Source: an optimization exercise on an open RTL-to-GDS flow (aim: small area). Production flows keep margins and buffers that such runs may drop. In this exercise RTL edits were held to simulation tests only and were not proved equivalent to the original. Power and IR drop assume default switching activity.

==> flow/design.v (excerpt) <==
module alu_top(clk, a, b, s, result, zero);
input clk;
input [15:0] a, b;
input [3:0] s;
output reg [15:0] result;
output reg zero;
reg [15:0] a_q, b_q;
reg [3:0] s_q;
wire [15:0] alu_result;
wire alu_zero;
always @(posedge clk) begin
    a_q <= a;
    b_q <= b;
    s_q <= s;
    result <= alu_result;
    zero <= alu_zero;
end
alu u_alu(.a(a_q), .b(b_q), .s(s_q), .result(alu_result), .zero_detection(alu_zero));
endmodule
export LEC_CHECK = 0
export CAP_MARGIN = 5
export CORE_MARGIN = 2
export CORE_UTILIZATION = 65
export GPL_TIMING_DRIVEN = 1
export PLACE_DENSITY = 0.75
export SLEW_MARGIN = 5
export SYNTH_HIERARCHICAL = 1
export SYNTH_MINIMUM_KEEP_SIZE = 0
create_clock -name core_clock -period 8.0 [get_ports {clk}]
standard.sh (not shown) runs the stock make flow with config.mk's settings and CLKGATE_MAP_FILE= SYNTH_SCRIPT=/design/flow/synth_recipe.tcl, a recipe that flattens the netlist after the stock synthesis.
==> flow/flow/run.sh <==
#!/bin/bash
# The standard layout (standard.sh: the standard synthesis, then ORFS to
# finish) with three ORFS options: the smallest buffer, sky130_fd_sc_hd__buf_1,
# on every port; the buffers Yosys/ABC put in removed before placement (ORFS
# re-buffers where slew, capacitance or timing need it); ABC sizing its gates
# for a light load (ABC_LOAD_IN_FF=1), so they start small; and ORFS's power
# recovery (downsizing gates off the critical paths) after global routing.
# Clock tree synthesis runs with ORFS's default arguments plus
# -dont_use_dummy_load, so it adds no load cells that drive nothing.
set -euo pipefail
bash standard.sh "BUFFER_PORTS_ARGS=-buffer_cell sky130_fd_sc_hd__buf_1" REMOVE_ABC_BUFFERS=1 RECOVER_POWER=100 ABC_LOAD_IN_FF=1 "CTS_ARGS=-sink_clustering_enable -repair_clock_nets -dont_use_dummy_load" finish > orfs_make.log 2>&1
==> next run, changes <==
--- a/flow/flow/run.sh
+++ b/flow/flow/run.sh
@@ -10,2 +10,2 @@
 set -euo pipefail
-bash standard.sh "BUFFER_PORTS_ARGS=-buffer_cell sky130_fd_sc_hd__buf_1" REMOVE_ABC_BUFFERS=1 RECOVER_POWER=100 ABC_LOAD_IN_FF=1 "CTS_ARGS=-sink_clustering_enable -repair_clock_nets -dont_use_dummy_load" finish > orfs_make.log 2>&1
+bash standard.sh "BUFFER_PORTS_ARGS=-buffer_cell sky130_fd_sc_hd__buf_1" REMOVE_ABC_BUFFERS=1 RECOVER_POWER=100 ABC_LOAD_IN_FF=1 "CTS_ARGS=-repair_clock_nets -dont_use_dummy_load" finish > orfs_make.log 2>&1
--- a/flow/config.mk
+++ b/flow/config.mk
@@ -10,3 +10,3 @@
 export CORE_UTILIZATION = 65
-export GPL_TIMING_DRIVEN = 1
+export GPL_TIMING_DRIVEN = 0
 export PLACE_DENSITY = 0.75
The new run ran to the end with no violations. Flip-flop and latch count stays the same. Wire length falls by 4.0%. First-iteration DRC count falls by 17%. Via count falls by 2.3%. Count of clock-buffer cells in the layout is unchanged.

---

alu_top again, from the RTL that the note above started with.
==> flow/config.mk <==
export PLATFORM = sky130hd
export DESIGN_NAME = alu_top
export DESIGN_NICKNAME = alu_top
export VERILOG_FILES = /design/flow/design.v
export SDC_FILE = /design/flow/constraint.sdc
export NUM_CORES = 4
export LEC_CHECK = 0
export CAP_MARGIN = 5
export CORE_MARGIN = 2
export CORE_UTILIZATION = 58
export GPL_TIMING_DRIVEN = 0
export PLACE_DENSITY = 0.68
export SLEW_MARGIN = 5
export SYNTH_HIERARCHICAL = 1
export SYNTH_MINIMUM_KEEP_SIZE = 0
==> flow/constraint.sdc <==
create_clock -name core_clock -period 8.0 [get_ports {clk}]
set_input_delay 1.6000 -clock core_clock [delete_from_list [all_inputs] [get_ports {clk}]]
set_output_delay 1.6000 -clock core_clock [all_outputs]
set_load 0.01 [all_outputs]
==> flow/flow/run.sh <==
#!/bin/bash
# The standard layout (standard.sh: the standard synthesis, then ORFS to
# finish) with three ORFS options: the smallest buffer, sky130_fd_sc_hd__buf_1,
# on every port; the buffers Yosys/ABC put in removed before placement (ORFS
# re-buffers where slew, capacitance or timing need it); ABC sizing its gates
# for a light load (ABC_LOAD_IN_FF=1), so they start small; and ORFS's power
# recovery (downsizing gates off the critical paths) after global routing.
# Clock tree synthesis runs with ORFS's default arguments plus
# -dont_use_dummy_load, so it adds no load cells that drive nothing.
set -euo pipefail
bash standard.sh "BUFFER_PORTS_ARGS=-buffer_cell sky130_fd_sc_hd__buf_1" REMOVE_ABC_BUFFERS=1 RECOVER_POWER=100 ABC_LOAD_IN_FF=1 "CTS_ARGS=-sink_clustering_enable -repair_clock_nets -dont_use_dummy_load" finish > orfs_make.log 2>&1
Then changed:
--- a/flow/flow/run.sh
+++ b/flow/flow/run.sh
@@ -10,2 +10,2 @@
 set -euo pipefail
-bash standard.sh "BUFFER_PORTS_ARGS=-buffer_cell sky130_fd_sc_hd__buf_1" REMOVE_ABC_BUFFERS=1 RECOVER_POWER=100 ABC_LOAD_IN_FF=1 "CTS_ARGS=-sink_clustering_enable -repair_clock_nets -dont_use_dummy_load" finish > orfs_make.log 2>&1
+bash standard.sh "BUFFER_PORTS_ARGS=-buffer_cell sky130_fd_sc_hd__buf_1" REMOVE_ABC_BUFFERS=1 RECOVER_POWER=100 ABC_LOAD_IN_FF=1 "CTS_ARGS=-sink_clustering_enable -repair_clock_nets -dont_use_dummy_load -sink_clustering_size 60 -sink_clustering_max_diameter 200" finish > orfs_make.log 2>&1
CORE_UTILIZATION = 65   (was 58)
PLACE_DENSITY = 0.75   (was 0.68)
What happened:
- worst setup slack degrades by 160 ps
- sequential power is about the same
- synthesized cell count stays the same
- via count goes up by 2.0%
- final cell count goes down by about 0.6%
- area after synthesis stays the same
- combinational power is about the same
Then changed:
==> flow/flow/run.sh (replaced) <==
#!/bin/bash
# The standard layout (standard.sh: the standard synthesis, then ORFS to
# finish) with three ORFS options: the smallest buffer, sky130_fd_sc_hd__buf_1,
# on every port; the buffers Yosys/ABC put in removed before placement (ORFS
# re-buffers where slew, capacitance or timing need it); ABC sizing its gates
# for a light load (ABC_LOAD_IN_FF=1), so they start small; and ORFS's power
# recovery (downsizing gates off the critical paths) after global routing.
set -euo pipefail
bash standard.sh "BUFFER_PORTS_ARGS=-buffer_cell sky130_fd_sc_hd__buf_1" REMOVE_ABC_BUFFERS=1 RECOVER_POWER=100 ABC_LOAD_IN_FF=1 finish > orfs_make.log 2>&1
What happened: Synthesized area does not change. Worst setup slack is better by 110 ps. First-iteration DRC count decreases by roughly a tenth. Critical path depth does not change. Synthesized cell count stays the same. Sequential power hardly moves. Clock skew hardly moves. Via count barely changes. Design area climbs slightly. Maximum frequency rose slightly.
Then changed:
CTS_BUF_LIST = sky130_fd_sc_hd__clkbuf_4 sky130_fd_sc_hd__clkbuf_8   (was unset)
Flip-flop and latch count does not change. Global-route usage is about the same. Worst setup slack gets better by 4.9 ps. Via count is about the same. Total power goes up by 0.33%. Combinational power stays flat. First-iteration DRC count fell by 5.5%. Hold slack hardly moves. Synthesized area does not change. Final area barely changes. Sequential power barely changes.

==> port drivers added, routing unchanged <==
Ports are ideal in the flow. The routed layouts listed here were re-timed in OpenROAD. Step 1 sets driving cells, clkbuf_16 on the clock port and buf_2 on the other inputs (assumed; they add their load-dependent delay and slew). Step 2 moves the port delays by t, midway between the first and last clock arrival at a register: inputs arrive t later, outputs are due t later. That takes back most of the time a late clock gives input paths. Slacks: ideal ports / drivers / drivers and shift; pairs: ideal ports / drivers.
run	t (ns)	setup WS [ns]	clock arrival spread, ns	worst register clock-pin slew, ns
the first run of note 1	0.337	0.785 / 0.785 / 0.785	0.034 / 0.034	0.12 / 0.12
the second run of note 1	0.328	0.305 / 0.305 / 0.305	0.012 / 0.012	0.10 / 0.10
the first run of note 2	0.330	0.460 / 0.460 / 0.460	0.022 / 0.022	0.11 / 0.11
the second run of note 2	0.328	0.305 / 0.305 / 0.305	0.012 / 0.012	0.10 / 0.10
the third run of note 2	0.333	0.413 / 0.413 / 0.413	0.014 / 0.014	0.11 / 0.11
the fourth run of note 2	0.330	0.418 / 0.418 / 0.418	0.013 / 0.012	0.10 / 0.10
After both steps every run listed still meets setup and hold.
